What follows belongs to an exercise in optimizing a design on an open flow for a short achievable clock period and few clock cycles; a production flow would make more cautious choices. Function was checked by simulation only, so behaviour that the tests miss may differ from the original. Power figures rest on the tool's default switching activity, not on a simulated workload.

==> flow/design.v <==
module top (
    input         clk,
    input         reset,
    output [31:0] PC,
    input  [31:0] Instr,
    output        MemWrite,
    output [31:0] DataAdr,
    output [31:0] WriteData,
    input  [31:0] ReadData
);
    reg  [31:0] pc_f;
    reg         v_d;
    reg  [31:0] ir_d;
    reg  [31:0] pc8_d, pc4_d;
    reg         pred_d;
    reg         v_e;
    reg  [31:0] a_e, b_e, sd_e;
    reg  [31:0] pc4_e;
    reg  [3:0]  cond_e;
    reg  [3:0]  rd_e;
    reg         dp_e, ld_e, st_e, br_e, s_e, pred_e;
    reg  [1:0]  aluc_e;
    reg         fN, fZ, fC, fV;
    reg         mw_m, ld_m, wr_m;
    reg  [3:0]  rd_m;
    reg  [31:0] adr_m, wd_m;
    reg  [32*15-1:0] rf;              
    assign PC        = pc_f;
    assign MemWrite  = mw_m;
    assign DataAdr   = adr_m;
    assign WriteData = wd_m;
    function [64:0] ks32;
        input [31:0] a, b;
        input        ci;
        reg   [31:0] g, p, gn, pn, c;
        integer k, i;
        begin
            p = a ^ b;
            g = a & b;
            g[0] = g[0] | (p[0] & ci);
            for (k = 1; k < 32; k = k * 2) begin
                for (i = 0; i < 32; i = i + 1) begin
                    if (i >= k) begin
                        gn[i] = g[i] | (p[i] & g[i-k]);
                        pn[i] = p[i] & p[i-k];
                    end else begin
                        gn[i] = g[i];
                        pn[i] = p[i];
                    end
                end
                g = gn;
                p = pn;
            end
            c = {g[30:0], ci};
            ks32 = {g[31], c, a ^ b ^ c};
        end
    endfunction
    function [16:0] ks8;
        input [7:0] a, b;
        input       ci;
        reg   [7:0] g, p, gn, pn, c;
        integer k, i;
        begin
            p = a ^ b;
            g = a & b;
            g[0] = g[0] | (p[0] & ci);
            for (k = 1; k < 8; k = k * 2) begin
                for (i = 0; i < 8; i = i + 1) begin
                    if (i >= k) begin
                        gn[i] = g[i] | (p[i] & g[i-k]);
                        pn[i] = p[i] & p[i-k];
                    end else begin
                        gn[i] = g[i];
                        pn[i] = p[i];
                    end
                end
                g = gn;
                p = pn;
            end
            c = {g[6:0], ci};
            ks8 = {g[7], c, a ^ b ^ c};
        end
    endfunction
    reg condex;
    always @(*) begin
        case (cond_e)
            4'b0000: condex = fZ;
            4'b0001: condex = ~fZ;
            4'b0010: condex = fC;
            4'b0011: condex = ~fC;
            4'b0100: condex = fN;
            4'b0101: condex = ~fN;
            4'b0110: condex = fV;
            4'b0111: condex = ~fV;
            4'b1000: condex = fC & ~fZ;
            4'b1001: condex = ~fC | fZ;
            4'b1010: condex = ~(fN ^ fV);
            4'b1011: condex = fN ^ fV;
            4'b1100: condex = ~fZ & ~(fN ^ fV);
            4'b1101: condex = fZ | (fN ^ fV);
            default: condex = 1'b1;
        endcase
    end
    wire go_e = v_e & condex;
    wire        sub_e = (aluc_e == 2'b01);
    wire [31:0] sum_e, dif_e;
    wire        co_s, co_d;
    wire [31:0] cs_unused, cd_unused;
    assign {co_s, cs_unused, sum_e} = ks32(a_e, b_e, 1'b0);
    assign {co_d, cd_unused, dif_e} = ks32(a_e, ~b_e, 1'b1);
    wire [31:0] res_e = aluc_e[1] ? (aluc_e[0] ? (a_e | b_e) : (a_e & b_e)) :
                        (aluc_e[0] ? dif_e : sum_e);
    wire co_e = aluc_e[0] ? co_d : co_s;
    wire rN = res_e[31];
    wire [31:0] bz   = b_e ^ {32{sub_e}};
    wire [31:0] kz   = {a_e[30:0] | bz[30:0], sub_e};
    wire        z_as = &((a_e ^ bz) ~^ kz);
    wire rZ = aluc_e[1] ? (aluc_e[0] ? ~|(a_e | b_e) : ~|(a_e & b_e)) : z_as;
    wire rC = ~aluc_e[1] & (co_e ^ sub_e);
    wire rV = ~(a_e[31] ^ b_e[31] ^ aluc_e[0]) & (a_e[31] ^ res_e[31]) & ~aluc_e[1];
    wire pcw_e    = dp_e & (rd_e == 4'd15);
    wire taken_e  = go_e & (br_e | pcw_e);
    wire redirect = v_e & (taken_e ^ pred_e);
    wire wf_e     = go_e & dp_e & s_e;                  
    wire wr_e     = go_e & ((dp_e & ~pcw_e) | ld_e);    
    wire [3:0] cond_d = ir_d[31:28];
    wire [1:0] op_d   = ir_d[27:26];
    wire       i_d    = ir_d[25];
    wire [3:0] cmd_d  = ir_d[24:21];
    wire       s_d    = ir_d[20];
    wire [3:0] rn_d   = ir_d[19:16];
    wire [3:0] rd_d   = ir_d[15:12];
    wire [3:0] rm_d   = ir_d[3:0];
    wire dp_d = (op_d == 2'b00);
    wire mem_d = (op_d == 2'b01);
    wire br_d = (op_d == 2'b10);
    wire ld_d = mem_d & s_d;
    wire st_d = mem_d & ~s_d;
    reg [1:0] aluc_d;
    always @(*) begin
        if (dp_d) begin
            case (cmd_d)
                4'b0100: aluc_d = 2'b00;
                4'b0010: aluc_d = 2'b01;
                4'b0000: aluc_d = 2'b10;
                4'b1100: aluc_d = 2'b11;
                default: aluc_d = 2'b00;
            endcase
        end else
            aluc_d = 2'b00;
    end
    wire [3:0] ra2_d = st_d ? rd_d : rm_d;
    wire use_a = dp_d | mem_d;
    wire use_b = (dp_d & ~i_d) | st_d;
    wire stall = v_d & v_e & ld_e &
                 ((use_a & rn_d == rd_e) | (use_b & ra2_d == rd_e));
    wire [31:0] m_val = ld_m ? ReadData : adr_m;
    wire fa_e = wr_e & (rn_d == rd_e);
    wire fb_e = wr_e & (ra2_d == rd_e);
    wire fa_m = wr_m & (rn_d == rd_m);
    wire fb_m = wr_m & (ra2_d == rd_m);
    wire [31:0] rfa = (rn_d  == 4'd15) ? pc8_d : rf[32*rn_d +: 32];
    wire [31:0] rfb = (ra2_d == 4'd15) ? pc8_d : rf[32*ra2_d +: 32];
    wire [31:0] rfa_m = fa_m ? m_val : rfa;
    wire [31:0] rfb_m = fb_m ? m_val : rfb;
    wire addpc_d = dp_d & i_d & (cmd_d == 4'b0100) & (rn_d == 4'd15) & (rd_d == 4'd15);
    wire ctl_d   = br_d | addpc_d;
    wire zd      = wf_e ? rZ : fZ;
    reg  condex_d;
    always @(*) begin
        case (cond_d)
            4'b0000: condex_d = zd;
            4'b0001: condex_d = ~zd;
            4'b0010: condex_d = fC;
            4'b0011: condex_d = ~fC;
            4'b0100: condex_d = fN;
            4'b0101: condex_d = ~fN;
            4'b0110: condex_d = fV;
            4'b0111: condex_d = ~fV;
            4'b1000: condex_d = fC & ~fZ;
            4'b1001: condex_d = ~fC | fZ;
            4'b1010: condex_d = ~(fN ^ fV);
            4'b1011: condex_d = fN ^ fV;
            4'b1100: condex_d = ~fZ & ~(fN ^ fV);
            4'b1101: condex_d = fZ | (fN ^ fV);
            default: condex_d = 1'b1;
        endcase
    end
    wire known_d  = ~wf_e | (cond_d[3:1] == 3'b000) | (cond_d == 4'b1110);
    wire redir_d  = v_d & ctl_d & known_d & (condex_d ^ pred_d) & ~redirect;
    wire [31:0] off_d  = br_d ? {{6{ir_d[23]}}, ir_d[23:0], 2'b00} : {24'd0, ir_d[7:0]};
    wire [31:0] btgt_d;
    wire        btgt_co;
    wire [31:0] cbt_unused;
    assign {btgt_co, cbt_unused, btgt_d} = ks32(pc8_d, off_d, 1'b0);
    wire [31:0] d_target = condex_d ? btgt_d : pc4_d;
    wire [31:0] imm_d = br_d ? {{6{ir_d[23]}}, ir_d[23:0], 2'b00} :
                        mem_d ? {20'd0, ir_d[11:0]} : {24'd0, ir_d[7:0]};
    wire a_is_pc = br_d;
    wire b_is_imm = br_d | mem_d | i_d;
    wire [31:0] a_next  = a_is_pc ? pc8_d : (fa_e ? res_e : rfa_m);
    wire [31:0] b_next  = b_is_imm ? imm_d : (fb_e ? res_e : rfb_m);
    wire [31:0] sd_next = fb_e ? res_e : rfb_m;
    wire [31:2] pcp4_u = pc_f[31:2] + 30'd1;
    wire [31:3] pcp8_u = pc_f[31:3] + 29'd1;
    wire [21:0] hi0  = pcp8_u[31:10];
    wire [21:0] hi_p = hi0 + 22'd1;
    wire [21:0] hi_m = hi0 - 22'd1;
    wire [3:0] f_cond  = Instr[31:28];
    wire       f_br    = (Instr[27:26] == 2'b10);
    wire       f_addpc = (Instr[27:21] == 7'b0010100) &&
                         (Instr[19:16] == 4'd15) && (Instr[15:12] == 4'd15);
    wire       f_short = (Instr[23:8] == 16'h0000) || (Instr[23:8] == 16'hFFFF);
    wire [7:0] lo_b;
    wire       c_b;
    wire [7:0] cb_unused;
    assign {c_b, cb_unused, lo_b} = ks8({pcp8_u[9:3], pc_f[2]}, Instr[7:0], 1'b0);
    wire [21:0] hb1 = Instr[23] ? hi0  : hi_p;      
    wire [21:0] hb0 = Instr[23] ? hi_m : hi0;       
    wire [21:0] hi_b = c_b ? hb1 : hb0;
    wire [31:0] tgt_b = {hi_b, lo_b, pc_f[1:0]};
    wire [7:0]  lo_a;
    wire        c_a;
    wire [7:0] ca_unused;
    assign {c_a, ca_unused, lo_a} = ks8({pcp8_u[7:3], pc_f[2:0]}, Instr[7:0], 1'b0);
    wire [23:0] hi8_0 = pcp8_u[31:8];
    wire [23:0] hi8_p = pcp8_u[31:8] + 24'd1;
    wire [31:0] tgt_a = {c_a ? hi8_p : hi8_0, lo_a};
    wire fNV = fN ^ fV;
    wire [15:0] cv = {1'b1, 1'b1, fZ | fNV, ~fZ & ~fNV, fNV, ~fNV, ~fC | fZ, fC & ~fZ,
                      ~fV, fV, ~fN, fN, ~fC, fC, ~fZ, fZ};
    wire f_condok = cv[f_cond];
    wire pred_b = f_br & f_short & f_condok;
    wire pred_a = f_addpc & f_condok;
    wire f_pred = (f_br & f_short | f_addpc) & f_condok;
    wire [31:0] tgt_f = f_br ? tgt_b : tgt_a;
    wire [31:0] e_target = taken_e ? res_e : pc4_e;
    wire [31:0] pc_hold  = redirect ? e_target : (redir_d ? d_target : pc_f);
    wire        hold     = redirect | redir_d | stall;
    wire [31:0] pc_fnext = f_pred ? tgt_f : {pcp4_u, pc_f[1:0]};
    wire [31:0] pc_next  = hold ? pc_hold : pc_fnext;
    integer j;
    always @(posedge clk or posedge reset) begin
        if (reset) begin
            pc_f <= 32'd0;
            v_d  <= 1'b0;
            v_e  <= 1'b0;
            fN <= 1'b0; fZ <= 1'b0; fC <= 1'b0; fV <= 1'b0;
            mw_m <= 1'b0;
            ld_m <= 1'b0;
            wr_m <= 1'b0;
        end else begin
            pc_f <= pc_next;
            if (redirect | redir_d) v_d <= 1'b0;
            else if (!stall) v_d <= 1'b1;
            v_e  <= v_d & ~stall & ~redirect;
            if (go_e & dp_e & s_e) begin fN <= rN; fZ <= rZ; end
            if (go_e & dp_e & s_e & ~aluc_e[1]) begin fC <= rC; fV <= rV; end
            mw_m <= go_e & st_e;
            ld_m <= go_e & ld_e;
            wr_m <= wr_e;
        end
    end
    always @(posedge clk) begin
        if (!stall) begin
            ir_d   <= Instr;
            pc8_d  <= {pcp8_u, pc_f[2:0]};
            pc4_d  <= {pcp4_u, pc_f[1:0]};
            pred_d <= f_pred;
        end
        a_e    <= a_next;
        b_e    <= b_next;
        sd_e   <= sd_next;
        pc4_e  <= pc4_d;
        cond_e <= cond_d;
        rd_e   <= rd_d;
        dp_e   <= dp_d;
        ld_e   <= ld_d;
        st_e   <= st_d;
        br_e   <= br_d;
        s_e    <= s_d;
        pred_e <= pred_d ^ redir_d;
        aluc_e <= aluc_d;
        rd_m   <= rd_e;
        adr_m  <= res_e;
        wd_m   <= sd_e;
        for (j = 0; j < 15; j = j + 1)
            if (wr_m && rd_m == j) rf[32*j +: 32] <= m_val;
    end
endmodule
==> flow/flow/run.sh <==
#!/bin/bash
# Own flow: the standard layout (standard.sh) with these changes.
#  - Synthesis maps with a mapping-only ABC script (flow/abc_map.script) and
#    without the full/half adder cells, so the RTL's parallel-prefix adders
#    keep their depth. Registers are untouched by both changes.
#  - The standard synthesis runs first; its netlist gives the names of the
#    few registers that synthesis leaves unnamed (see flow/fast_synth.tcl).
set -uo pipefail
HERE=$(pwd)
MARGIN=${MARGIN:-7.6}
RES=orfs/results/${FLOW_PLATFORM:-sky130hd}/top/base
bash standard.sh synth > std_synth.log 2>&1 || { tail -20 std_synth.log; exit 1; }
cp $RES/1_2_yosys.v std_netlist.v
rm -rf orfs
export FAST_ABC_SCRIPT=$HERE/flow/abc_map.script
export STD_NETLIST=$HERE/std_netlist.v
bash standard.sh SYNTH_SCRIPT=$HERE/flow/fast_synth.tcl ADDER_MAP_FILE= \
    SETUP_SLACK_MARGIN=$MARGIN finish > run_make.log 2>&1
st=$?
tail -20 run_make.log
exit $st
==> flow/flow/abc_map.script <==
strash
dch
map -D 1000
topo
buffer -p
upsize -D 1000
dnsize -D 1000
==> flow/flow/fast_synth.tcl <==
# The standard flow's synthesis script (synth_recipe.tcl), with two changes:
#  - ABC runs a mapping-only script (abc_map.script) that keeps the depth of
#    the RTL's parallel-prefix adders;
#  - a register that synthesis leaves without a name of its own (named
#    _NNN_) is given the name the standard synthesis gave the register that
#    drives the same net, read from $STD_NETLIST, so that the two pair.
proc synth {args} { yosys synth -nofsm -noshare {*}$args }
proc abc {args} {
  set i [lsearch -exact $args -script]
  if {$i >= 0} { lset args [expr {$i + 1}] $::env(FAST_ABC_SCRIPT) }
  yosys abc {*}$args
}
source $::env(SCRIPTS_DIR)/synth.tcl
# left out here: clear keep_hierarchy, flatten, clean up, hide names made inside functions, write 1_2_yosys.v

proc flop_q_map {txt} {
  # auto-named flip-flops: Q net -> instance name
  set m [dict create]
  foreach {all cell inst body} [regexp -all -inline {(sky130_fd_sc_hd__e?df\w*)\s+(\S+)\s*\(([^;]*)\);} $txt] {
    if {[regexp {^_[0-9]+_$} $inst] && [regexp {\.Q\(\s*([^)]*?)\s*\)} $body -> q]} {
      dict set m $q $inst
    }
  }
  return $m
}
if {[info exists ::env(STD_NETLIST)] && [file exists $::env(STD_NETLIST)]} {
  set f [open $::env(STD_NETLIST) r]; set std [read $f]; close $f
  set out $::env(RESULTS_DIR)/1_2_yosys.v
  set f [open $out r]; set txt [read $f]; close $f
  set stdm [flop_q_map $std]
  set mine [flop_q_map $txt]
  dict for {q inst} $mine {
    if {![dict exists $stdm $q]} { puts "fast_synth: no standard name for $inst (Q $q)"; continue }
    set want [dict get $stdm $q]
    if {$want eq $inst} continue
    # move any cell already holding that name out of the way
    if {[regexp "\\s${want}\\s*\\(" $txt]} {
      set n 0
      while {[regexp "\\s${want}x${n}\\s*\\(" $txt]} { incr n }
      regsub -all "(\\s)${want}(\\s*\\()" $txt "\\1${want}x${n}\\2" txt
    }
    regsub -all "(\\s)${inst}(\\s*\\()" $txt "\\1${want}\\2" txt
    puts "fast_synth: renamed $inst to $want (Q $q)"
  }
  set f [open $out w]; puts -nonewline $f $txt; close $f
}
==> flow/standard.sh <==
#!/bin/bash
# synth_recipe.tcl (not shown) runs the flow's synth.tcl, then flattens the netlist and writes it again
# the make line also repeats each setting of config.mk as NAME=value (left out here)
make -C /OpenROAD-flow-scripts/flow DESIGN_CONFIG=/design/flow/config.mk WORK_HOME=/design/flow/orfs CLKGATE_MAP_FILE= SYNTH_SCRIPT=/design/flow/synth_recipe.tcl "${@:-finish}"
==> flow/config.mk <==
export PLATFORM = sky130hd
export DESIGN_NAME = top
export DESIGN_NICKNAME = top
export VERILOG_FILES = /design/flow/design.v
export SDC_FILE = /design/flow/constraint.sdc
export NUM_CORES = 4
export LEC_CHECK = 0
export ABC_CLOCK_PERIOD_IN_PS = 1000
export CAP_MARGIN = 20
export CORE_MARGIN = 2
export CORE_UTILIZATION = 40
export PLACE_DENSITY = 0.6
export SETUP_SLACK_MARGIN = 5
export SLEW_MARGIN = 20
==> flow/constraint.sdc <==
create_clock -name core_clock -period 11.0 [get_ports {clk}]
set_input_delay 2.2000 -clock core_clock [delete_from_list [all_inputs] [get_ports {clk}]]
set_output_delay 2.2000 -clock core_clock [all_outputs]
set_load 0.01 [all_outputs]
==> results of run 1 <==
state kept, by name, summed over array words and instances, names as in the netlist, 2 cells and up:
register	flops
wd_m	32
cond_e	4
sd_e	32
pc4_e	32
rd_m	4
pc4_d	32
b_e	32
pc_f	32
adr_m	32
rf	480
a_e	32
aluc_e	2
pc8_d	30
ir_d	32
rd_e	4
cells in the final DEF (no fill, tap or decap), types with 23 or more instances in the layout:
| cell type | n |
|---|---|
| o211ai_1 | 187 |
| nand3_1 | 337 |
| clkbuf_1 | 23 |
| buf_6 | 96 |
| o22ai_1 | 30 |
| o21ai_1 | 86 |
| o21a_1 | 33 |
| nand4_1 | 179 |
| inv_1 | 427 |
| xor2_1 | 33 |
| inv_2 | 36 |
| nor3_1 | 46 |
| o221ai_1 | 56 |
| and2_1 | 36 |
| nor2_2 | 53 |
| o21ai_0 | 562 |
| buf_12 | 53 |
| nand3_2 | 35 |
| dfxtp_1 | 137 |
| nand2_2 | 74 |
| nand2_1 | 945 |
| buf_2 | 51 |
| nor2_1 | 550 |
| nor2_4 | 80 |
| clkdlybuf4s50_1 | 33 |
| clkbuf_16 | 114 |
| buf_4 | 312 |
| a31oi_1 | 45 |
| o21ai_2 | 41 |
| a21oi_2 | 24 |
| a21oi_1 | 387 |
| a22oi_1 | 35 |
| edfxtp_1 | 575 |
| nand2_4 | 23 |
| dfxtp_2 | 67 |
| o2111ai_1 | 26 |
| a221oi_1 | 78 |
| dfrtp_2 | 32 |
| nand3_4 | 23 |
worst max-delay path: cells and delay by family:
family	cells	cell delay [ps]
buffers and inverters	3	350
AND/OR/NAND/NOR	4	890
AO/OA/AOI/OAI	6	830
what timing repair did:
item / in CTS / in global routing
cloned: 36 / 23
setup endpoints to repair: 345 / 265
setup buffers: 201 / 105
resized for setup: 1198 / 454
pin swaps: 131 / 151
kinds of logic after synthesis:
group	share of synthesized area (%)
DFF	46.6
AOI/OAI and AO/OA	23.2
xor gates and xnor gates	0.895
and+or+nand+nor	22.5
adders and majority gates	0.0207
muxes	0.209
buffers and inverters	6.56
area by class of cell:
class                           instances  share of cell area [%]
Clock inverter                         45                   0.739
Inverter                              480                    3.10
Antenna cell                           11                  0.0442
Tap cell                             1612                    3.24
Timing Repair Buffer                  612                    10.7
Clock buffer                          127                    4.14
Sequential cell                       828                    36.4
Multi-Input combinational cell       4390                    41.7
where the power goes:
group	internal (mW)	switching (mW)	total [mW]	leakage [nW]
Sequential	4.09	0.606	4.70	7.57
Clock	1.75	1.40	3.15	1.46
Combinational	1.99	4.49	6.48	14.5
worst paths after layout:
| kind | from | end | slack [ps] | depth (start not counted) |
|---|---|---|---|---|
| setup / recovery | Instr[21] | pc_f[11] | 7350 | 13 |
| hold reg to reg | sd_e[19] | wd_m[19] | 330 | 0 |
| hold / removal | sd_e[19] | wd_m[19] | 330 | 0 |
| min in group asynchronous | reset | fC | 1980 | 3 |
| max in group asynchronous | reset | pc_f[1] | 8450 | 3 |
| setup reg to reg | pc_f[4] | pc_f[26] | 7350 | 16 |
metal layers:
metal  vias to the layer above  GRT usage, %  wire length [µm]
li1                      22600             -                 -
met1                     25900          54.0             99200
met2                      4679          57.8            107000
met3                      1048          12.1             39600
met4                        20          23.3             19800
met5                         -             0               155
per-stage QoR:
| step | utilization (%) | hold slack [ps] |
|---|---|---|
| CTS | 49.5 | 338 |
| global route | 51.9 | 339 |
| detailed placement | 43.3 | 324 |
| finish | 51.9 | 334 |
| floorplan | - | 310 |
| global placement | 43.3 | 317 |
==> summary.txt, run 1 <==
gr usage total=between 40 and 50%; cell leakage power=around 24 nW; Net Count, Synth=approximately 6.1k; Final Setup Violations=0; Cells after Synth=5999; Port Buffer Count=approximately 160; Vert. Die Dim=~350 µm; Critical Path AT=4260 ps; Critical Path RT=between 10000 and 15000 ps; Hold Path Class=flip-flop to flip-flop; gp weighted congestion=1.05; worst setup margin=~7300 ps; total gr overflow=0; Avg WL per Cell=approximately 33 µm; ys async rst share=4.95%; fin cells=around 8.1k; final instance area=0.0623 mm²; IO Pins=~160; Mapped Area=0.0484 mm²; Final nets=~6.5k; ranking of synthesized cells by area=edfxtp_1 (36%), dfxtp_1 (8.8%), nand2_1 (8.1%); Seq. cell area=0.0227 mm²; Routed Antenna Nets=0; DRT iter0 DRCs=~9.6k; Max stage delay on crit path=560 ps; Yosys top cell area share=a little over a third; crit-path cells=buf_6 -> or4_4 -> nor2_4 -> nand2_2 -> a21o_4 -> nor2_4 -> buf_12 -> buf_6 -> o21a_1 -> o21ai_1 -> o211ai_1 -> o21ai_1 -> a22oi_1; Site Rows=approximately 130; slowest CP cell=or4_4; Period Utilization, post-route=approximately a third; CP max FO=4; Root Driver=clkbuf_16; Pins Over Slew Limit=0; H-tree depth=3; post-placement cell count=7557; max frequency=approximately 0.27 GHz; pwr dens=230 mW/mm²; final WL=about 270000 µm; status=complete, no violations; DRC Markers=0; die area=0.124 mm²; DIE WIDTH=between 300 and 400 µm; Ys Warns=1; vias in the first global route=48.5k; dominant cell by count in the synthesized netlist=nand2_1; count of different cell masters after synthesis=89; CTS tree=built; HPWL Detailed=~170000 µm; clock-pin slew on the worst setup and hold paths=60 ps; Vias=54.2k; P&R area growth vs syn=28.7%; post-place instance area=approximately 0.052 mm²; total of max-cap violations=0; synth cell count leaders=nand2_1 (1042), nor2_1 (667), o21ai_0 (660), edfxtp_1 (575), inv_1 (473); crit end category=flip-flop; sequential area share after synthesis=between 40% and 50%; Multi-input gate area=about 0.026 mm²; largest net degree at the start of global routing=75; Initial Utilization=slightly above 40%; post-detailed-route via-to-cell ratio=roughly 6.7; worst skew pair latency=720 ps; first-pass GRT wire length=around 360000 µm; fillers=around 11k; Startpoint Class=primary input; layout cells sized above 1=between 20% and 30%; CTS Buffer Depth=3; setup tns final=0 ps; initial antenna violation count=24; clk sinks=around 830; Post-Syn Area per Cell=just over 8 µm²; Main synth FF type=edfxtp_1; final hold violation count=0; Detailed Routing Iterations Pass 1=7; # hold bufs at CTS=0; relative slew slack=20.3%; RSZ-0062 raised after global routing=true; synthesized flop and latch total=just over 800; worst setup path class=primary input to flip-flop; CTS Buf Count=91; Place WS=just under 5000 ps; area leader, netlist=edfxtp_1; Peak VDD IR=~0.00016 V; Post-synth EDFFs=575; Overall Power=approximately 14 mW; clock skew=52.8 ps; minimum clock period after layout=3650 ps; Worst-Margin Slew=1200 ps; CORE AREA=between 0.1 and 0.15 mm²
Testbench counts, summed over its fixed seeds: cycles 40,664.
==> run 2, diff against run 1 <==
--- a/flow/design.v
+++ b/flow/design.v
@@ -205,5 +205,10 @@
     wire [31:3] pcp8_u = pc_f[31:3] + 29'd1;
-    wire [21:0] hi0  = pcp8_u[31:10];
-    wire [21:0] hi_p = hi0 + 22'd1;
-    wire [21:0] hi_m = hi0 - 22'd1;
+    wire        c8   = &pc_f[9:3];
+    wire [21:0] pa0  = pc_f[31:10];
+    wire [21:0] pa1  = pc_f[31:10] + 22'd1;
+    wire [21:0] pa2  = pc_f[31:10] + 22'd2;
+    wire [21:0] pam  = pc_f[31:10] - 22'd1;
+    wire [21:0] hi0  = c8 ? pa1 : pa0;
+    wire [21:0] hi_p = c8 ? pa2 : pa1;
+    wire [21:0] hi_m = c8 ? pa0 : pam;
     wire [3:0] f_cond  = Instr[31:28];
@@ -225,4 +230,7 @@
     assign {c_a, ca_unused, lo_a} = ks8({pcp8_u[7:3], pc_f[2:0]}, Instr[7:0], 1'b0);
-    wire [23:0] hi8_0 = pcp8_u[31:8];
-    wire [23:0] hi8_p = pcp8_u[31:8] + 24'd1;
+    wire        c6    = &pc_f[7:3];
+    wire [23:0] pb1   = pc_f[31:8] + 24'd1;
+    wire [23:0] pb2   = pc_f[31:8] + 24'd2;
+    wire [23:0] hi8_0 = c6 ? pb1 : pc_f[31:8];
+    wire [23:0] hi8_p = c6 ? pb2 : pb1;
     wire [31:0] tgt_a = {c_a ? hi8_p : hi8_0, lo_a};
==> run 2 against run 1 <==
Still clean; sequential power down 3%; synthesized cell count is 5.0% higher; sequential share of layout area grew 0.43 points; non-clock buffer count down 76; worst setup slack worse by 310 ps; worst hold slack lost 9.3 ps; via count up 1.6%; largest cell class unchanged.
==> summary.txt, run 2 <==
DRT iter0 DRCs=9206 (was 9630); total of max-cap violations=0 (unchanged); clk sinks=828 (unchanged); area leader, netlist=edfxtp_1 (unchanged); Worst Hold Depth=0 (unchanged); RSZ-0062 raised after global routing=true (unchanged); fin cells=8305 (was 8105); final hold violation count=0 (unchanged); crit end category=flip-flop (unchanged); # hold bufs at CTS=0 (unchanged); sequential area share after synthesis=45.3% (was 46.6%); post-place instance area=0.0531 mm² (was 0.0520 mm²); worst skew pair latency=780 ps (was 720 ps); initial antenna violation count=27 (was 24); largest family of logic cells by synthesized area=compound AO/OA/AOI/OAI gates (unchanged); status=complete, no violations (unchanged); Avg WL per Cell=33.2 µm (was 32.7 µm); Worst-Margin Slew=1160 ps (was 1200 ps); cell leakage power=24.0 nW (was 23.6 nW); most used cell, CP=nand2_1; final WL=276000 µm (was 265000 µm); Detailed Routing Iterations Pass 1=7 (unchanged); P&R area growth vs syn=23.7% (was 28.7%); post-synthesis compound-gate area fraction=24.8% (was 23.2%); max frequency=0.252 GHz (was 0.274 GHz); synthesized flop and latch total=828 (unchanged); Initial Utilization=40.3% (about the same); DIE WIDTH=357 µm (was 352 µm); Post-Synth Simple-Gate Area=21.0% (was 22.5%); largest net degree at the start of global routing=90 (was 75); Routed Antenna Nets=0 (unchanged); Post-Syn Area per Cell=7.91 µm² (was 8.07 µm²); Worst path top cell family by delay=simple AND/OR/NAND/NOR gates (unchanged); clock-pin slew on the worst setup and hold paths=70 ps (was 60 ps); CP max FO=11 (was 4); CORE AREA=0.124 mm² (was 0.120 mm²); gp weighted congestion=1.09 (was 1.05); Vias=55.0k (was 54.2k); CTS tree=built (unchanged); Vert. Die Dim=357 µm (was 352 µm); Critical Path AT=4560 ps (was 4260 ps); Cells after Synth=6296 (was 5999); CP Depth=13 (unchanged); Final nets=6653 (was 6469); final instance area=0.0616 mm² (was 0.0623 mm²); crit-path cells=nand2_1 -> nor2_2 -> nand2_1 -> nor2_1 -> xor2_1 -> nand2_1 -> o21ai_0 -> o22ai_1 -> o211ai_1 -> o21ai_1 -> a21oi_1 -> a21oi_1 -> o21ai_2 (was buf_6 -> or4_4 -> nor2_4 -> nand2_2 -> a21o_4 -> nor2_4 -> buf_12 -> buf_6 -> o21a_1 -> o21ai_1 -> o211ai_1 -> o21ai_1 -> a22oi_1); mux cell area share after synthesis=0.0653% (was 0.209%); Max stage delay on crit path=480 ps (was 560 ps); Yosys top cell area share=34.7% (was 35.7%); first-pass GRT wire length=376000 µm (was 360000 µm); total gr overflow=0 (unchanged); Port Buffer Count=162 (unchanged); count of different cell masters after synthesis=91 (was 89); Site Rows=129 (was 127); CTS Buf Count=92 (was 91); Pins Over Slew Limit=0 (unchanged); Startpoint Class=flip-flop (was primary input); max reg flops=480 (unchanged); vias in the first global route=49.7k (was 48.5k); Main synth FF type=edfxtp_1 (unchanged); layout cells sized above 1=18.7% (was 22.5%); post-placement cell count=7855 (was 7557); xor/xnor share of the synthesized area=1.29% (was 0.895%); Net Count, Synth=6362 (was 6065); relative slew slack=21.5% (was 20.3%); gr usage total=41.2% (was 40.4%); most frequent cells in the layout=nand2_1 (1050), o21ai_0 (673), edfxtp_1 (575) (was nand2_1 (945), edfxtp_1 (575), o21ai_0 (562)); HPWL Detailed=183000 µm (was 172000 µm); DRC Markers=0 (unchanged); Critical Path RT=11600 ps (was 11610 ps); clock skew=75.0 ps (was 52.8 ps); Hold Path Class=flip-flop to flip-flop (unchanged); CTS Buffer Depth=3 (unchanged); Peak VDD IR=0.000147 V (was 0.000158 V); dominant cell by count in the synthesized netlist=nand2_1 (unchanged); Final Setup Violations=0 (unchanged); largest register by flop count=rf (unchanged); CP bufs+invs=0 (was 3); Period Utilization, post-route=36.0% (was 33.2%); post-detailed-route via-to-cell ratio=6.63 (was 6.68); IO Pins=163 (unchanged); Root Driver=clkbuf_16 (unchanged); worst setup path class=flip-flop to flip-flop (was primary input to flip-flop); ranking of synthesized cells by area=edfxtp_1 (35%), dfxtp_1 (8.5%), nand2_1 (8.4%) (was edfxtp_1 (36%), dfxtp_1 (8.8%), nand2_1 (8.1%)); Post-synth EDFFs=575 (unchanged); commonest non-fill, non-tap cell in the layout=nand2_1 (unchanged); synth cell count leaders=nand2_1 (1120), o21ai_0 (767), nor2_1 (630), inv_1 (589), edfxtp_1 (575) (was nand2_1 (1042), nor2_1 (667), o21ai_0 (660), edfxtp_1 (575), inv_1 (473)); setup tns final=0 ps (unchanged); Mapped Area=0.0498 mm² (was 0.0484 mm²); FF-to-FF path depth=13 (was 16); slowest CP cell=dfrtp_4 (was or4_4); ys async rst share=4.95% (unchanged); pwr dens=229 mW/mm² (was 230 mW/mm²); minimum clock period after layout=3960 ps (was 3650 ps); die area=0.127 mm² (was 0.124 mm²); H-tree depth=3 (unchanged); adder-cell area share of the yosys netlist=0% (was 0.0207%); Ys Warns=1 (unchanged)
-- run 2: cell families (layout without fill, tap and decap cells) --
kind of cell           count (synthesis)  count (layout)
AO/OA/AOI/OAI                       2012            2016
XOR/XNOR                              68              68
buffers and inverters                965            1309
flip-flops                           828             828
multiplexers                           3               3
other                                  0               6
AND/OR/NAND/NOR                     2420            2438
-- run 2: final timing paths --
check | startpoint | to | slack (ps)
min in group asynchronous | reset | fC | 1960
setup / recovery | pc_f[10] | pc_f[16] | 7040
hold / removal | sd_e[25] | wd_m[25] | 330
max in group asynchronous | reset | pc_f[25] | 8330
setup reg to reg | pc_f[10] | pc_f[16] | 7040
hold reg to reg | sd_e[25] | wd_m[25] | 330
-- run 2: layer usage --
metal	up-vias	part of all wire (%)	track usage, %
met1	26500	38	55.1
met3	915	13	10.3
met5	-	0.11	0
met2	4457	41	60.8
met4	32	7.2	23.3
li1	23200	-	-
-- run 2: what timing repair did --
item | 4_1_cts | 5_1_grt
resized for setup | 1099 | 295
setup buffers | 151 | 73
hold endpoints to repair | 0 | 0
pin swaps | 83 | 75
endpoints found under the setup margin | 363 | 214
cloned | 37 | 13
-- run 2: cell type report --
| cell class | count | area [µm²] |
|---|---|---|
| clock inverters | 45 | 510 |
| flip-flops and latches | 828 | 22700 |
| well taps | 1637 | 2050 |
| fillers | 11900 | 62000 |
| diodes | 6 | 15.0 |
| repair inverters | 1 | 8.76 |
| multi-input cells | 4525 | 25600 |
| clock buffers | 124 | 2490 |
| inverters | 603 | 2410 |
| repair buffers | 536 | 5800 |
-- run 2: through the flow --
stage,utilization (%),setup WS [ps],hold slack [ps],total power [mW]
after detailed placement,43.0,4890,313,9.71
after global routing,49.8,6960,327,14.5
final,49.8,7040,325,14.1
after floorplan,-,6720,310,7.13
after CTS,48.4,7060,325,13.5
after global placement,43.0,4980,313,9.75
-- run 2: power by group --
| group | total (mW) | leakage (nW) | internal [mW] | switching, mW |
|---|---|---|---|---|
| Clock | 3.14 | 1.46 | 1.75 | 1.39 |
| Sequential | 4.55 | 7.63 | 4.05 | 0.500 |
| Combinational | 6.44 | 14.9 | 1.92 | 4.52 |
| Total | 14.1 | 24.0 | 7.72 | 6.42 |
Testbench counts of run 2, summed over its fixed seeds: cycles 40,664.
==> run 3, diff against run 2 <==
--- a/flow/design.v
+++ b/flow/design.v
@@ -27,3 +27,4 @@
     reg  [32*15-1:0] rf;              
-    assign PC        = pc_f;
+    reg  [31:0] pc_on;
+    assign PC        = ~pc_on;
     assign MemWrite  = mw_m;
@@ -253,2 +254,3 @@
             pc_f <= 32'd0;
+            pc_on <= 32'hFFFFFFFF;
             v_d  <= 1'b0;
@@ -261,2 +263,3 @@
             pc_f <= pc_next;
+            pc_on <= ~pc_next;
             if (redirect | redir_d) v_d <= 1'b0;
==> run 3 against run 2 <==
Clock-buffer cell count decreased by 4; critical path depth unchanged; worst setup slack improved by 11 ps; register-to-register slack improved by 90 ps; synthesized cell count decreased by 0.21%; first-iteration DRC count decreased by 0.20%; combinational power decreased by 4.2%; power increased by 2.9%; cell count increased by 0.71%; synthesized area increased by 1.4%; die area increased by 1.4%; wire length decreased by 0.47%; critical path type is now primary input to flip-flop; largest power group unchanged; highest routed layer unchanged.
==> summary.txt, run 3 <==
final hold violation count=0 (unchanged); total of max-cap violations=0 (unchanged); Post-synth EDFFs=575 (unchanged); cell leakage power=25.1 nW (was 24.0 nW); post-place instance area=0.0540 mm² (was 0.0531 mm²); count of different cell masters after synthesis=81 (was 91); Detailed Routing Iterations Pass 1=7 (unchanged); total gr overflow=0 (unchanged); max frequency=0.253 GHz (was 0.252 GHz); final instance area=0.0647 mm² (was 0.0616 mm²); Mapped Area=0.0505 mm² (was 0.0498 mm²); Post-Syn Area per Cell=8.04 µm² (was 7.91 µm²); Hold Path Class=flip-flop to flip-flop (unchanged); gr usage total=39.7% (was 41.2%); synth cell count leaders=nand2_1 (1014), o21ai_0 (740), nor2_1 (648), inv_1 (624), edfxtp_1 (575) (was nand2_1 (1120), o21ai_0 (767), nor2_1 (630), inv_1 (589), edfxtp_1 (575)); Place WS=5270 ps (was 4890 ps); final core utilization=51.6% (was 49.8%); Critical Path AT=4610 ps (was 4560 ps); Cells after Synth=6283 (was 6296); largest net degree at the start of global routing=89 (was 90); Startpoint Class=primary input (was flip-flop); Vert. Die Dim=359 µm (was 357 µm); Avg WL per Cell=32.8 µm (was 33.2 µm); worst setup margin=7050 ps (was 7040 ps); IO Pins=163 (unchanged); Routed Antenna Nets=0 (unchanged); Peak VDD IR=0.000131 V (was 0.000147 V); DRT iter0 DRCs=9188 (was 9206); post-placement cell count=7851 (was 7855); Root Driver=clkbuf_16 (unchanged); largest register by flop count=rf (unchanged); CTS tree=built (unchanged); CTS Buffer Depth=3 (unchanged); CORE AREA=0.125 mm² (was 0.124 mm²); Final Setup Violations=0 (unchanged); Site Rows=130 (was 129); Yosys top cell area share=34.2% (was 34.7%); Ys Warns=1 (unchanged); slowest CP cell=or3b_4 (was dfrtp_4); Final nets=6685 (was 6653); dominant cell by count in the synthesized netlist=nand2_1 (unchanged); first-pass GRT wire length=372000 µm (was 376000 µm); gp weighted congestion=1.05 (was 1.09); ys async rst share=8.49% (was 4.95%); FF-to-FF path depth=13 (unchanged); crit end category=flip-flop (unchanged); CP Depth=13 (unchanged); sequential area share after synthesis=46.3% (was 45.3%); CP bufs+invs=5 (was 0); most frequent cells in the layout=nand2_1 (960), o21ai_0 (610), nor2_1 (576) (was nand2_1 (1050), o21ai_0 (673), edfxtp_1 (575)); Period Utilization, post-route=35.9% (was 36.0%); HPWL Detailed=175000 µm (was 183000 µm); clock skew=65.5 ps (was 75.0 ps); worst skew pair latency=770 ps (was 780 ps); H-tree depth=3 (unchanged); crit-path cells=buf_6 -> nand3b_1 -> or3b_4 -> buf_4 -> buf_4 -> o31ai_2 -> nand3_2 -> clkinvlp_4 -> buf_4 -> o21ai_1 -> a21oi_1 -> nand4_1 -> o2111a_1 (was nand2_1 -> nor2_2 -> nand2_1 -> nor2_1 -> xor2_1 -> nand2_1 -> o21ai_0 -> o22ai_1 -> o211ai_1 -> o21ai_1 -> a21oi_1 -> a21oi_1 -> o21ai_2); fin cells=8364 (was 8305); commonest non-fill, non-tap cell in the layout=nand2_1 (unchanged); # hold bufs at CTS=0 (unchanged); start point of the critical path=Instr[24] (was pc_f[10]); hold wc startpoint=sd_e[27] (was sd_e[25]); Net Count, Synth=6349 (was 6362); crit path capture=pc_on[30] (was pc_f[16]); DIE WIDTH=359 µm (was 357 µm); Worst-Margin Slew=1250 ps (was 1160 ps); clock-pin slew on the worst setup and hold paths=60 ps (was 70 ps); max reg flops=480 (unchanged); Main synth FF type=edfxtp_1 (unchanged); internal reg-to-reg setup slack=7130 ps (was 7040 ps); Initial Utilization=40.3% (about the same); Pins Over Slew Limit=0 (unchanged); clk sinks=860 (was 828); Max stage delay on crit path=420 ps (was 480 ps); vias in the first global route=50.4k (was 49.7k); initial antenna violation count=13 (was 27); status=complete, no violations (unchanged); post-detailed-route via-to-cell ratio=6.66 (was 6.63); die area=0.129 mm² (was 0.127 mm²); Vias=55.7k (was 55.0k); worst setup path class=primary input to flip-flop (was flip-flop to flip-flop); setup tns final=0 ps (unchanged); area leader, netlist=edfxtp_1 (unchanged); Critical Path RT=11660 ps (was 11600 ps); relative slew slack=15.9% (was 21.5%); synthesized flop and latch total=860 (was 828); Port Buffer Count=162 (unchanged); Worst R2R End=pc_on[25] (was pc_f[16]); layout cells sized above 1=20.0% (was 18.7%); DRC Markers=0 (unchanged); minimum clock period after layout=3950 ps (was 3960 ps); ranking of synthesized cells by area=edfxtp_1 (34%), dfxtp_1 (8.4%), nand2_1 (7.5%) (was edfxtp_1 (35%), dfxtp_1 (8.5%), nand2_1 (8.4%)); RSZ-0062 raised after global routing=true (unchanged); P&R area growth vs syn=28.1% (was 23.7%); Worst path top cell family by delay=simple AND/OR/NAND/NOR gates (unchanged); pwr dens=225 mW/mm² (was 229 mW/mm²); final WL=274000 µm (was 276000 µm); CP max FO=8 (was 11); most used cell, CP=buf_4 (was nand2_1); CTS Buf Count=96 (was 92)
run 3: cell types whose count changed in the layout (fill, tap and decap cells not counted), sizes merged, moves of 21 or more:
cell / delta
a221oi: -30
nand2: -106
nand4: +46
o21ai: -26
a21oi: -29
dfstp: +32
buf: +32
nand3: -36
nand3b: +23
o221ai: +49
o2111ai: +22
o2111a: +21
inv: +45
run 3: repair_timing:
item,in CTS,in global routing
setup endpoints to repair,374,303
resized for setup,1046,492
buffers inserted,129,126
pin swaps,91,139
cloned,42,23
run 3: cells by family (layout without fill, tap and decap cells):
family                 count (synthesis)  in the layout  share of synthesized area (%)
AO/OA/AOI/OAI                       2008           2008                           24.6
flip-flops                           860            860                           46.3
XOR/XNOR                              52             52                          0.971
multiplexers                           2              2                         0.0396
other                                  0             11                              0
AND/OR/NAND/NOR                     2368           2376                           20.4
buffers and inverters                993           1405                           7.71
run 3: worst reg2reg max path: stages, from the launching register on:
cell and delay (ps):
dfrtp_1 680, nand2_1 470, nor2_2 460, nand2_1 150, nor2_1 300, nand2_1 160
o21ai_1 380, a21oi_1 140, o22ai_1 290, o21ai_0 170, o2bb2ai_2 180, a21oi_2 160
o211a_1 160, o22ai_1 70
run 3: how the worst min path moves through the flow:
stage                     depth (start not counted)  endpoint
final                                             0  wd_m[27]
after global placement                            0   wd_m[9]
after global routing                              0  wd_m[27]
after CTS                                         0  wd_m[27]
after floorplan                                   0   wd_m[0]
after detailed placement                          0  wd_m[24]
run 3: where the power goes:
group | internal (mW) | switching [mW] | total [mW]
combinational | 1.88 | 4.29 | 6.17
clock | 2.06 | 1.48 | 3.55
sequential | 4.23 | 0.598 | 4.82
run 3: metal layers:
| metal | track usage (%) | part of all wire, % |
|---|---|---|
| met5 | 0 | 0.11 |
| met4 | 24.0 | 7.3 |
| met3 | 12.7 | 15 |
| met2 | 56.8 | 41 |
| met1 | 52.0 | 37 |
run 3: through the flow:
stage	hold WS (ps)	power, mW
2_1_floorplan	310	7.25
3_3_place_gp	311	9.63
3_5_place_dp	313	9.62
4_1_cts	324	13.7
5_1_grt	330	14.9
6_report	322	14.5
run 3: final cells by class:
cell class	instances	area [µm²]
Fill cell	11600	60700
Clock buffer	120	2680
Tap cell	1650	2060
Sequential cell	860	23500
Inverter	640	2540
Timing Repair inverter	1	11.3
Multi-Input combinational cell	4438	25800
Clock inverter	62	818
Timing Repair Buffer	582	7310
Antenna cell	11	27.5
Testbench counts of run 3, summed over its fixed seeds: cycles 40,664.
==> run 4, diff against run 3 <==
--- a/flow/design.v
+++ b/flow/design.v
@@ -14,2 +14,6 @@
     reg  [31:0] pc8_d, pc4_d;
+    reg  [3:0]  ra2_d;               
+    reg         aimm_d;              
+    reg         bimm_d;              
+    reg  [31:0] imm_d;               
     reg         pred_d;
@@ -152,3 +156,2 @@
     end
-    wire [3:0] ra2_d = st_d ? rd_d : rm_d;
     wire use_a = dp_d | mem_d;
@@ -197,8 +200,10 @@
     wire [31:0] d_target = condex_d ? btgt_d : pc4_d;
-    wire [31:0] imm_d = br_d ? {{6{ir_d[23]}}, ir_d[23:0], 2'b00} :
-                        mem_d ? {20'd0, ir_d[11:0]} : {24'd0, ir_d[7:0]};
-    wire a_is_pc = br_d;
-    wire b_is_imm = br_d | mem_d | i_d;
-    wire [31:0] a_next  = a_is_pc ? pc8_d : (fa_e ? res_e : rfa_m);
-    wire [31:0] b_next  = b_is_imm ? imm_d : (fb_e ? res_e : rfb_m);
+    wire a_is_pc = aimm_d;
+    wire b_is_imm = bimm_d;
+    wire        fa_x = fa_e & ~a_is_pc;
+    wire        fb_x = fb_e & ~b_is_imm;
+    wire [31:0] a_pre   = a_is_pc ? pc8_d : rfa_m;
+    wire [31:0] b_pre   = b_is_imm ? imm_d : rfb_m;
+    wire [31:0] a_next  = fa_x ? res_e : a_pre;
+    wire [31:0] b_next  = fb_x ? res_e : b_pre;
     wire [31:0] sd_next = fb_e ? res_e : rfb_m;
@@ -206,10 +211,5 @@
     wire [31:3] pcp8_u = pc_f[31:3] + 29'd1;
-    wire        c8   = &pc_f[9:3];
-    wire [21:0] pa0  = pc_f[31:10];
-    wire [21:0] pa1  = pc_f[31:10] + 22'd1;
-    wire [21:0] pa2  = pc_f[31:10] + 22'd2;
-    wire [21:0] pam  = pc_f[31:10] - 22'd1;
-    wire [21:0] hi0  = c8 ? pa1 : pa0;
-    wire [21:0] hi_p = c8 ? pa2 : pa1;
-    wire [21:0] hi_m = c8 ? pa0 : pam;
+    wire [21:0] hi0  = pcp8_u[31:10];
+    wire [21:0] hi_p = hi0 + 22'd1;
+    wire [21:0] hi_m = hi0 - 22'd1;
     wire [3:0] f_cond  = Instr[31:28];
@@ -231,7 +231,4 @@
     assign {c_a, ca_unused, lo_a} = ks8({pcp8_u[7:3], pc_f[2:0]}, Instr[7:0], 1'b0);
-    wire        c6    = &pc_f[7:3];
-    wire [23:0] pb1   = pc_f[31:8] + 24'd1;
-    wire [23:0] pb2   = pc_f[31:8] + 24'd2;
-    wire [23:0] hi8_0 = c6 ? pb1 : pc_f[31:8];
-    wire [23:0] hi8_p = c6 ? pb2 : pb1;
+    wire [23:0] hi8_0 = pcp8_u[31:8];
+    wire [23:0] hi8_p = pcp8_u[31:8] + 24'd1;
     wire [31:0] tgt_a = {c_a ? hi8_p : hi8_0, lo_a};
@@ -277,2 +274,7 @@
             ir_d   <= Instr;
+            ra2_d  <= (Instr[27:26] == 2'b01 && !Instr[20]) ? Instr[15:12] : Instr[3:0];
+            aimm_d <= (Instr[27:26] == 2'b10);
+            bimm_d <= Instr[27] ^ Instr[26] | Instr[25];
+            imm_d  <= (Instr[27:26] == 2'b10) ? {{6{Instr[23]}}, Instr[23:0], 2'b00} :
+                      (Instr[27:26] == 2'b01) ? {20'd0, Instr[11:0]} : {24'd0, Instr[7:0]};
             pc8_d  <= {pcp8_u, pc_f[2:0]};
--- a/flow/flow/run.sh
+++ b/flow/flow/run.sh
@@ -7,2 +7,7 @@
 #    few registers that synthesis leaves unnamed (see flow/fast_synth.tcl).
+#  - Ports are buffered with buf_4 rather than the smallest buffer (a delay
+#    cell that resizing could not swap out), and resizing may swap a cell
+#    for one of another footprint.
+# Each step's full output: std_synth.log, run_make.log, and ORFS's own logs
+# under orfs/logs.
 set -uo pipefail
@@ -17,3 +22,4 @@
 bash standard.sh SYNTH_SCRIPT=$HERE/flow/fast_synth.tcl ADDER_MAP_FILE= \
-    SETUP_SLACK_MARGIN=$MARGIN finish > run_make.log 2>&1
+    SETUP_SLACK_MARGIN=$MARGIN MATCH_CELL_FOOTPRINT=0 \
+    "BUFFER_PORTS_ARGS=-buffer_cell sky130_fd_sc_hd__buf_4" finish > run_make.log 2>&1
 st=$?
==> run 4 against run 3 <==
Worst hold slack worse by 68 ps; fmax is 5.6% higher; sequential cell count is 32 higher; critical endpoint is now PC[0]; register-to-register slack better by 190 ps; clock skew is 25 ps higher; first-iteration DRC count is 7.5% lower; synthesized cell count is 0.68% higher; power is 1.1% lower; worst setup slack better by 210 ps.
==> summary.txt, run 4 <==
Critical Path AT=1540 ps (was 4610 ps); Root Driver=clkbuf_16 (unchanged); die area=0.132 mm² (was 0.129 mm²); Mapped Area=0.0515 mm² (was 0.0505 mm²); DRC Markers=0 (unchanged); Critical Path RT=8800 ps (was 11660 ps); pwr dens=226 mW/mm² (was 225 mW/mm²); initial antenna violation count=16 (was 13); relative slew slack=20.2% (was 15.9%); Hold Path Class=flip-flop to flip-flop (unchanged); Detailed Routing Iterations Pass 1=9 (was 7); Cells after Synth=6326 (was 6283); synthesized flop and latch total=892 (was 860); Vert. Die Dim=363 µm (was 359 µm); Ys Warns=1 (unchanged); H-tree depth=3 (unchanged); ranking of synthesized cells by area=edfxtp_1 (35%), dfxtp_1 (8.2%), nand2_1 (7.6%) (was edfxtp_1 (34%), dfxtp_1 (8.4%), nand2_1 (7.5%)); Period Utilization, post-route=34.0% (was 35.9%); Net Count, Synth=6392 (was 6349); first-pass GRT wire length=379000 µm (was 372000 µm); HPWL Detailed=191000 µm (was 175000 µm); largest register by flop count=rf (unchanged); ys async rst share=8.18% (was 8.49%); worst skew pair latency=770 ps (about the same); gp weighted congestion=1.04 (was 1.05); Site Rows=131 (was 130); Worst-Margin Slew=1190 ps (was 1250 ps); Initial Utilization=40.4% (was 40.3%); Post-Syn Area per Cell=8.15 µm² (was 8.04 µm²); clock skew=90.7 ps (was 65.5 ps); P&R area growth vs syn=23.7% (was 28.1%); slowest CP cell=dfstp_2 (was or3b_4); Critical R2R Launch=ir_d[19]; sequential area share after synthesis=47.2% (was 46.3%); dominant cell by count in the synthesized netlist=nand2_1 (unchanged); commonest non-fill, non-tap cell in the layout=nand2_1 (unchanged); post-detailed-route via-to-cell ratio=6.58 (was 6.66); Post-synth EDFFs=607 (was 575); clock-pin slew on the worst setup and hold paths=80 ps (was 60 ps); Max stage delay on crit path=640 ps (was 420 ps); Pins Over Slew Limit=0 (unchanged); IO Pins=163 (unchanged); Routed Antenna Nets=0 (unchanged); Psw=6.35 mW (was 6.37 mW); clk sinks=892 (was 860); synth cell count leaders=nand2_1 (1045), o21ai_0 (726), nor2_1 (631), edfxtp_1 (607), inv_1 (599) (was nand2_1 (1014), o21ai_0 (740), nor2_1 (648), inv_1 (624), edfxtp_1 (575)); RSZ-0062 raised after global routing=true (unchanged); start point of the critical path=pc_on[0] (was Instr[24]); Yosys top cell area share=35.4% (was 34.2%); CP Depth=2 (was 13); crit end category=output port (was flip-flop); crit-path cells=inv_2 -> buf_6 (was buf_6 -> nand3b_1 -> or3b_4 -> buf_4 -> buf_4 -> o31ai_2 -> nand3_2 -> clkinvlp_4 -> buf_4 -> o21ai_1 -> a21oi_1 -> nand4_1 -> o2111a_1); Port Buffer Count=162 (unchanged); total gr overflow=0 (unchanged); max frequency=0.267 GHz (was 0.253 GHz); Logic pwr share=40.9% (was 42.5%); CTS tree=built (unchanged); max reg flops=480 (unchanged); cell leakage power=24.5 nW (was 25.1 nW); clock power share=23.8% (was 24.4%); Worst path top cell family by delay=flip-flops (was simple AND/OR/NAND/NOR gates); area leader, netlist=edfxtp_1 (unchanged); CP bufs+invs=2 (was 5); CTS Buffer Depth=3 (unchanged); status=complete, no violations (unchanged); internal reg-to-reg setup slack=7320 ps (was 7130 ps); DIE WIDTH=363 µm (was 359 µm); FF-to-FF path depth=13 (unchanged); final WL=275000 µm (was 274000 µm); Avg WL per Cell=33.0 µm (was 32.8 µm); Flop pwr share=35.4% (was 33.2%); Startpoint Class=flip-flop (was primary input); CORE AREA=0.128 mm² (was 0.125 mm²); count of different cell masters after synthesis=86 (was 81); Sw Share=44.2% (was 43.8%); crit path capture=PC[0] (was pc_on[30]); Final Setup Violations=0 (unchanged); Worst Hold Depth=0 (unchanged); layout cells sized above 1=19.9% (was 20.0%); minimum clock period after layout=3740 ps (was 3950 ps); largest net degree at the start of global routing=93 (was 89); total of max-cap violations=0 (unchanged); final hold violation count=0 (unchanged); setup tns final=0 ps (unchanged); Final nets=6647 (was 6685); post-placement cell count=7930 (was 7851); gr usage total=40.3% (was 39.7%); worst setup path class=flip-flop to output port (was primary input to flip-flop); Int Power=8.03 mW (was 8.17 mW); Vias=54.8k (was 55.7k); CP max FO=1 (was 8); fin cells=8333 (was 8364); DRT iter0 DRCs=8500 (was 9188); Peak VDD IR=0.000142 V (was 0.000131 V); Main synth FF type=edfxtp_1 (unchanged); CTS Buf Count=99 (was 96); most frequent cells in the layout=nand2_1 (999), o21ai_0 (639), edfxtp_1 (607) (was nand2_1 (960), o21ai_0 (610), nor2_1 (576)); vias in the first global route=50.0k (was 50.4k)
run 4: cell types whose count changed after synthesis, moves of 15 or more:
| cell | before | now |
|---|---|---|
| buf_2 | 79 | 39 |
| xor2_1 | 39 | 21 |
| nand2_1 | 1014 | 1045 |
| nor2_1 | 648 | 631 |
| edfxtp_1 | 575 | 607 |
| nand4_1 | 202 | 228 |
| inv_1 | 624 | 599 |
| clkbuf_1 | 248 | 286 |
| o2111ai_1 | 71 | 37 |
| o211ai_1 | 178 | 105 |
| a31oi_1 | 58 | 105 |
| a22oi_1 | 16 | 31 |
| nand3_1 | 295 | 311 |
run 4: routing by layer:
| metal | routed length (µm) | vias to the layer above | global-route usage [%] | part of all wire [%] |
|---|---|---|---|---|
| met5 | 72 | - | 0 | 0.026 |
| met4 | 18100 | 6 | 22.0 | 6.6 |
| met3 | 35000 | 787 | 10.8 | 13 |
| met2 | 114000 | 3973 | 58.5 | 41 |
| met1 | 108000 | 26600 | 54.5 | 39 |
| li1 | - | 23400 | - | - |
run 4: final cells by class:
cell class / count / area (µm²)
tap: 1662 / 2080
multi-input combinational: 4475 / 26000
timing repair buffer: 495 / 5290
timing repair inverter: 3 / 48.8
clock inverter: 59 / 559
inverter: 615 / 2480
clock buffer: 126 / 2790
fill: 12000 / 63900
sequential: 892 / 24400
antenna: 6 / 15.0
run 4: how the worst min path moves through the flow:
stage,slack [ps],from,endpoint
4_1_cts,270,sd_e[28],wd_m[28]
6_report,250,sd_e[28],wd_m[28]
3_5_place_dp,310,sd_e[9],wd_m[9]
3_3_place_gp,310,sd_e[30],wd_m[30]
5_1_grt,280,sd_e[28],wd_m[28]
2_1_floorplan,310,sd_e[0],wd_m[0]
run 4: power groups by stage:
stage          combinational [mW]  sequential (mW)  clock [mW]
2_1_floorplan                2.73             4.65           0
3_3_place_gp                 4.83             5.04           0
4_1_cts                      5.40             5.02        3.43
5_1_grt                      6.09             5.08        3.56
6_report                     5.88             5.09        3.42
3_5_place_dp                 4.81             5.03           0
run 4: metrics by stage:
step / instance area (µm²) / power (mW) / util (%) / hold slack (ps) / worst slack (ps)
final: 63700 / 14.4 / 49.9 / 254 / 7260
after floorplan: 51900 / 7.38 / - / 310 / 7070
after detailed placement: 54800 / 9.84 / 42.9 / 312 / 5660
after global routing: 63700 / 14.7 / 49.9 / 282 / 7210
after global placement: 54800 / 9.87 / 42.9 / 310 / 5410
after CTS: 62100 / 13.8 / 48.6 / 268 / 7270
run 4: cell families (layout without fill, tap and decap cells):
kind of cell           Yosys count  after routing  share of synthesized area (%)
buffers and inverters          961           1298                           7.23
XOR/XNOR                        38             38                          0.699
AO/OA/AOI/OAI                 1967           1967                           23.4
other                            0              6                              0
multiplexers                    20             20                          0.410
flip-flops                     892            892                           47.2
AND/OR/NAND/NOR               2448           2450                           21.0
run 4: timing repair:
| action | 4_1_cts | 5_1_grt |
|---|---|---|
| gates resized for setup | 714 | 258 |
| gates cloned | 26 | 3 |
| hold buffers | 0 | 0 |
| pin swaps | 120 | 88 |
| setup buffers | 121 | 60 |
| endpoints found under the setup margin | 378 | 190 |
Testbench counts of run 4, summed over its fixed seeds: cycles 40,664.
==> run 5, diff against run 4 <==
--- a/flow/design.v
+++ b/flow/design.v
@@ -31,4 +31,3 @@
     reg  [32*15-1:0] rf;              
-    reg  [31:0] pc_on;
-    assign PC        = ~pc_on;
+    assign PC        = pc_f;
     assign MemWrite  = mw_m;
@@ -212,4 +211,2 @@
     wire [21:0] hi0  = pcp8_u[31:10];
-    wire [21:0] hi_p = hi0 + 22'd1;
-    wire [21:0] hi_m = hi0 - 22'd1;
     wire [3:0] f_cond  = Instr[31:28];
@@ -223,6 +220,4 @@
     assign {c_b, cb_unused, lo_b} = ks8({pcp8_u[9:3], pc_f[2]}, Instr[7:0], 1'b0);
-    wire [21:0] hb1 = Instr[23] ? hi0  : hi_p;      
-    wire [21:0] hb0 = Instr[23] ? hi_m : hi0;       
-    wire [21:0] hi_b = c_b ? hb1 : hb0;
-    wire [31:0] tgt_b = {hi_b, lo_b, pc_f[1:0]};
+    wire [31:0] tgt_b = {hi0, lo_b, pc_f[1:0]};
+    wire        nx_b  = (c_b == Instr[23]);
     wire [7:0]  lo_a;
@@ -231,5 +226,4 @@
     assign {c_a, ca_unused, lo_a} = ks8({pcp8_u[7:3], pc_f[2:0]}, Instr[7:0], 1'b0);
-    wire [23:0] hi8_0 = pcp8_u[31:8];
-    wire [23:0] hi8_p = pcp8_u[31:8] + 24'd1;
-    wire [31:0] tgt_a = {c_a ? hi8_p : hi8_0, lo_a};
+    wire [31:0] tgt_a = {pcp8_u[31:8], lo_a};
+    wire        nx_a  = ~c_a;
     wire fNV = fN ^ fV;
@@ -238,5 +232,3 @@
     wire f_condok = cv[f_cond];
-    wire pred_b = f_br & f_short & f_condok;
-    wire pred_a = f_addpc & f_condok;
-    wire f_pred = (f_br & f_short | f_addpc) & f_condok;
+    wire f_pred = (f_br & f_short & nx_b | f_addpc & nx_a) & f_condok;
     wire [31:0] tgt_f = f_br ? tgt_b : tgt_a;
@@ -251,3 +243,2 @@
             pc_f <= 32'd0;
-            pc_on <= 32'hFFFFFFFF;
             v_d  <= 1'b0;
@@ -260,3 +251,2 @@
             pc_f <= pc_next;
-            pc_on <= ~pc_next;
             if (redirect | redir_d) v_d <= 1'b0;
==> run 5 against run 4 <==
Non-clock buffer count shrank 70; die area shrank 8.1%; sequential cell count down 32; largest power group unchanged; core utilization decreased by 1.0 points; via count is 10% lower.
==> summary.txt, run 5 <==
slowest CP cell=a31oi_1 (was dfstp_2); largest register by flop count=rf (unchanged); CORE AREA=0.118 mm² (was 0.128 mm²); Post-synth EDFFs=607 (unchanged); DIE WIDTH=348 µm (was 363 µm); Site Rows=126 (was 131); HPWL Detailed=159000 µm (was 191000 µm); CP bufs+invs=3 (was 2); largest net degree at the start of global routing=140 (was 93); final WL=240000 µm (was 275000 µm); Worst path top cell family by delay=compound AO/OA/AOI/OAI gates (was flip-flops); total of max-cap violations=0 (unchanged); Detailed Routing Iterations Pass 1=8 (was 9); Main synth FF type=edfxtp_1 (unchanged); worst setup path class=flip-flop to flip-flop (was flip-flop to output port); Post-Syn Area per Cell=8.42 µm² (was 8.15 µm²); H-tree depth=3 (unchanged); Port Buffer Count=162 (unchanged); Vias=49.3k (was 54.8k); clock skew=49.5 ps (was 90.7 ps); DRC Markers=0 (unchanged); synth cell count leaders=nand2_1 (973), o21ai_0 (713), edfxtp_1 (607), nor2_1 (605), inv_1 (462) (was nand2_1 (1045), o21ai_0 (726), nor2_1 (631), edfxtp_1 (607), inv_1 (599)); Yosys top cell area share=38.5% (was 35.4%); Period Utilization, post-route=33.6% (was 34.0%); worst skew pair latency=730 ps (was 770 ps); area leader, netlist=edfxtp_1 (unchanged); count of different cell masters after synthesis=76 (was 86); Flop pwr share=35.8% (was 35.4%); IO Pins=163 (unchanged); gr usage total=37.9% (was 40.3%); final hold violation count=0 (unchanged); Logic pwr share=39.7% (was 40.9%); final core utilization=48.9% (was 49.9%); most frequent cells in the layout=nand2_1 (929), o21ai_0 (649), edfxtp_1 (607) (was nand2_1 (999), o21ai_0 (639), edfxtp_1 (607)); Final nets=5932 (was 6647); CP Depth=15 (was 2); clk sinks=860 (was 892); Initial Utilization=40.2% (was 40.4%); RSZ-0062 raised after global routing=true (unchanged); vias in the first global route=44.7k (was 50.0k); Final Setup Violations=0 (unchanged); CTS tree=built (unchanged); CTS Buffer Depth=3 (unchanged); start point of the critical path=fZ (was pc_on[0]); minimum clock period after layout=3690 ps (was 3740 ps); internal reg-to-reg setup slack=7310 ps (was 7320 ps); synthesized flop and latch total=860 (was 892); hold_ws=310 ps (was 254 ps); Worst Hold Depth=0 (unchanged); Int Power=7.50 mW (was 8.03 mW); sequential area share after synthesis=49.7% (was 47.2%); commonest non-fill, non-tap cell in the layout=nand2_1 (unchanged); cell leakage power=21.8 nW (was 24.5 nW); Psw=5.67 mW (was 6.35 mW); Critical R2R Launch=fZ (was ir_d[19]); Vert. Die Dim=348 µm (was 363 µm); post-detailed-route via-to-cell ratio=6.58 (about the same); Peak VDD IR=0.000147 V (was 0.000142 V); Root Driver=clkbuf_16 (unchanged); layout cells sized above 1=17.4% (was 19.9%); clock-pin slew on the worst setup and hold paths=60 ps (was 80 ps); crit end category=flip-flop (was output port); CP max FO=23 (was 1); Critical Path AT=4240 ps (was 1540 ps); initial antenna violation count=20 (was 16); fillers=11.0k (was 12.0k); P&R area growth vs syn=21.7% (was 23.7%); Startpoint Class=flip-flop (unchanged); DRT iter0 DRCs=8244 (was 8500); clock power share=24.5% (was 23.8%); # hold bufs at CTS=0 (unchanged); ranking of synthesized cells by area=edfxtp_1 (39%), dfxtp_1 (9.0%), nand2_1 (7.7%) (was edfxtp_1 (35%), dfxtp_1 (8.2%), nand2_1 (7.6%)); crit-path cells=inv_1 -> nand2_1 -> a21oi_1 -> o21ai_0 -> nand3_1 -> nand3_1 -> buf_4 -> nand2_1 -> nand2_2 -> nor2_4 -> buf_6 -> o21ai_0 -> a31oi_2 -> a31oi_1 -> o221ai_2 (was inv_2 -> buf_6); dominant cell by count in the synthesized netlist=nand2_1 (unchanged); max frequency=0.271 GHz (was 0.267 GHz); Max stage delay on crit path=500 ps (was 640 ps); Net Count, Synth=5688 (was 6392); CTS Buf Count=96 (was 99); ys async rst share=4.77% (was 8.18%); Worst R2R End=pc_f[12]; total gr overflow=0 (unchanged); Sw Share=43.0% (was 44.2%); fin cells=7488 (was 8333); Avg WL per Cell=32.0 µm (was 33.0 µm); crit path capture=pc_f[12] (was PC[0]); Cells after Synth=5622 (was 6326); post-placement cell count=7129 (was 7930); first-pass GRT wire length=329000 µm (was 379000 µm); gp weighted congestion=1.07 (was 1.04); pwr dens=229 mW/mm² (was 226 mW/mm²); status=complete, no violations (unchanged); Critical Path RT=11550 ps (was 8800 ps); Worst-Margin Slew=1230 ps (was 1190 ps); FF-to-FF path depth=15 (was 13); die area=0.121 mm² (was 0.132 mm²); relative slew slack=17.3% (was 20.2%); Routed Antenna Nets=0 (unchanged); Hold Path Class=flip-flop to flip-flop (unchanged); Ys Warns=1 (unchanged); max reg flops=480 (unchanged); Mapped Area=0.0473 mm² (was 0.0515 mm²); Pins Over Slew Limit=0 (unchanged); setup tns final=0 ps (unchanged)
run 5: worst min path at each step:
stage	start	endpoint	slack (ps)
3_3_place_gp	sd_e[23]	wd_m[23]	310
4_1_cts	sd_e[13]	wd_m[13]	310
5_1_grt	sd_e[13]	wd_m[13]	300
2_1_floorplan	sd_e[0]	wd_m[0]	310
3_5_place_dp	sd_e[28]	wd_m[28]	310
6_report	sd_e[16]	wd_m[16]	310
run 5: final cells by class:
type                       count  area (µm²)  share of cell area, %
sequential                   860       23600                   41.0
clock buffer                 122        2660                   4.62
timing repair buffer         425        4280                   7.43
antenna                        4        10.0                 0.0174
inverter                     472        1890                   3.29
timing repair inverter         1        5.00                0.00869
tap                         1536        1920                   3.34
clock inverter                58         477                  0.828
multi-input combinational   4010       22700                   39.5
run 5: logic make-up after synthesis:
logic type	count (synthesis)	synth area share [%]
muxes	14	0.323
DFF	860	49.7
xor gates and xnor gates	61	1.14
and+or+nand+nor	2163	19.6
buffers and inverters	768	6.34
AOI/OAI and AO/OA	1756	22.9
run 5: layer usage:
metal | global-route usage [%] | vias to the layer above | part of all wire (%)
li1 | - | 20800 | -
met1 | 50.3 | 23700 | 38
met2 | 53.9 | 3967 | 40
met3 | 12.3 | 787 | 14
met4 | 21.8 | 12 | 7.1
met5 | 0.440 | - | 0.058
run 5: power groups by stage:
stage	clock (mW)	combinational (mW)	sequential [mW]
3_5_place_dp	0	4.23	4.75
4_1_cts	3.24	4.73	4.66
2_1_floorplan	0	2.32	4.53
3_3_place_gp	0	4.23	4.75
6_report	3.23	5.23	4.71
5_1_grt	3.36	5.40	4.71
run 5: repair_timing:
action                     4_1_cts  5_1_grt
buffers inserted                98       46
setup endpoints to repair      322      186
pin swaps                       29       62
gates cloned                    26        5
gates resized for setup        435      262
run 5: through the flow:
step	power (mW)	area [µm²]	setup slack (ps)
6_report	13.2	57600	7310
5_1_grt	13.5	57600	7260
4_1_cts	12.6	56200	7450
3_5_place_dp	8.98	50300	4820
3_3_place_gp	8.98	50300	4930
2_1_floorplan	6.84	47400	7210
Testbench counts of run 5, summed over its fixed seeds: cycles 40,666.

## afterwards: timing with drivers on the ports
In the flow no input, the clock included, has a driving cell. The finished layouts below were timed again as built, in two steps.
Step 1, drivers: a clkbuf_16 drives clk and a buf_2 each remaining input, both assumed.
Step 2 adds t to the input delays and takes it off the output delays; t is the mean of the earliest and latest rising clock arrival at the registers after step 1. Input paths then give back, and output paths get back, about the clock's delay inside the block.
a / b / c = ideal / step 1 / step 2; a / b = the first two.
run | t (ns) | setup WS [ns] | latest minus earliest clock arrival (ns)
run 1 | 0.783 | 7.345 / 7.347 / 6.595 | 0.054 / 0.054
run 2 | 0.826 | 7.038 / 7.038 / 6.290 | 0.075 / 0.075
run 3 | 0.816 | 7.049 / 7.077 / 6.261 | 0.070 / 0.070
run 4 | 0.799 | 7.257 / 7.183 / 6.496 | 0.090 / 0.090
run 5 | 0.786 | 7.309 / 7.309 / 6.616 | 0.054 / 0.054
After both steps setup and hold are still met in every run listed. For run 3, which loses most, drivers alone change the setup slack by +0.028 ns; drivers and shift together by -0.788 ns.
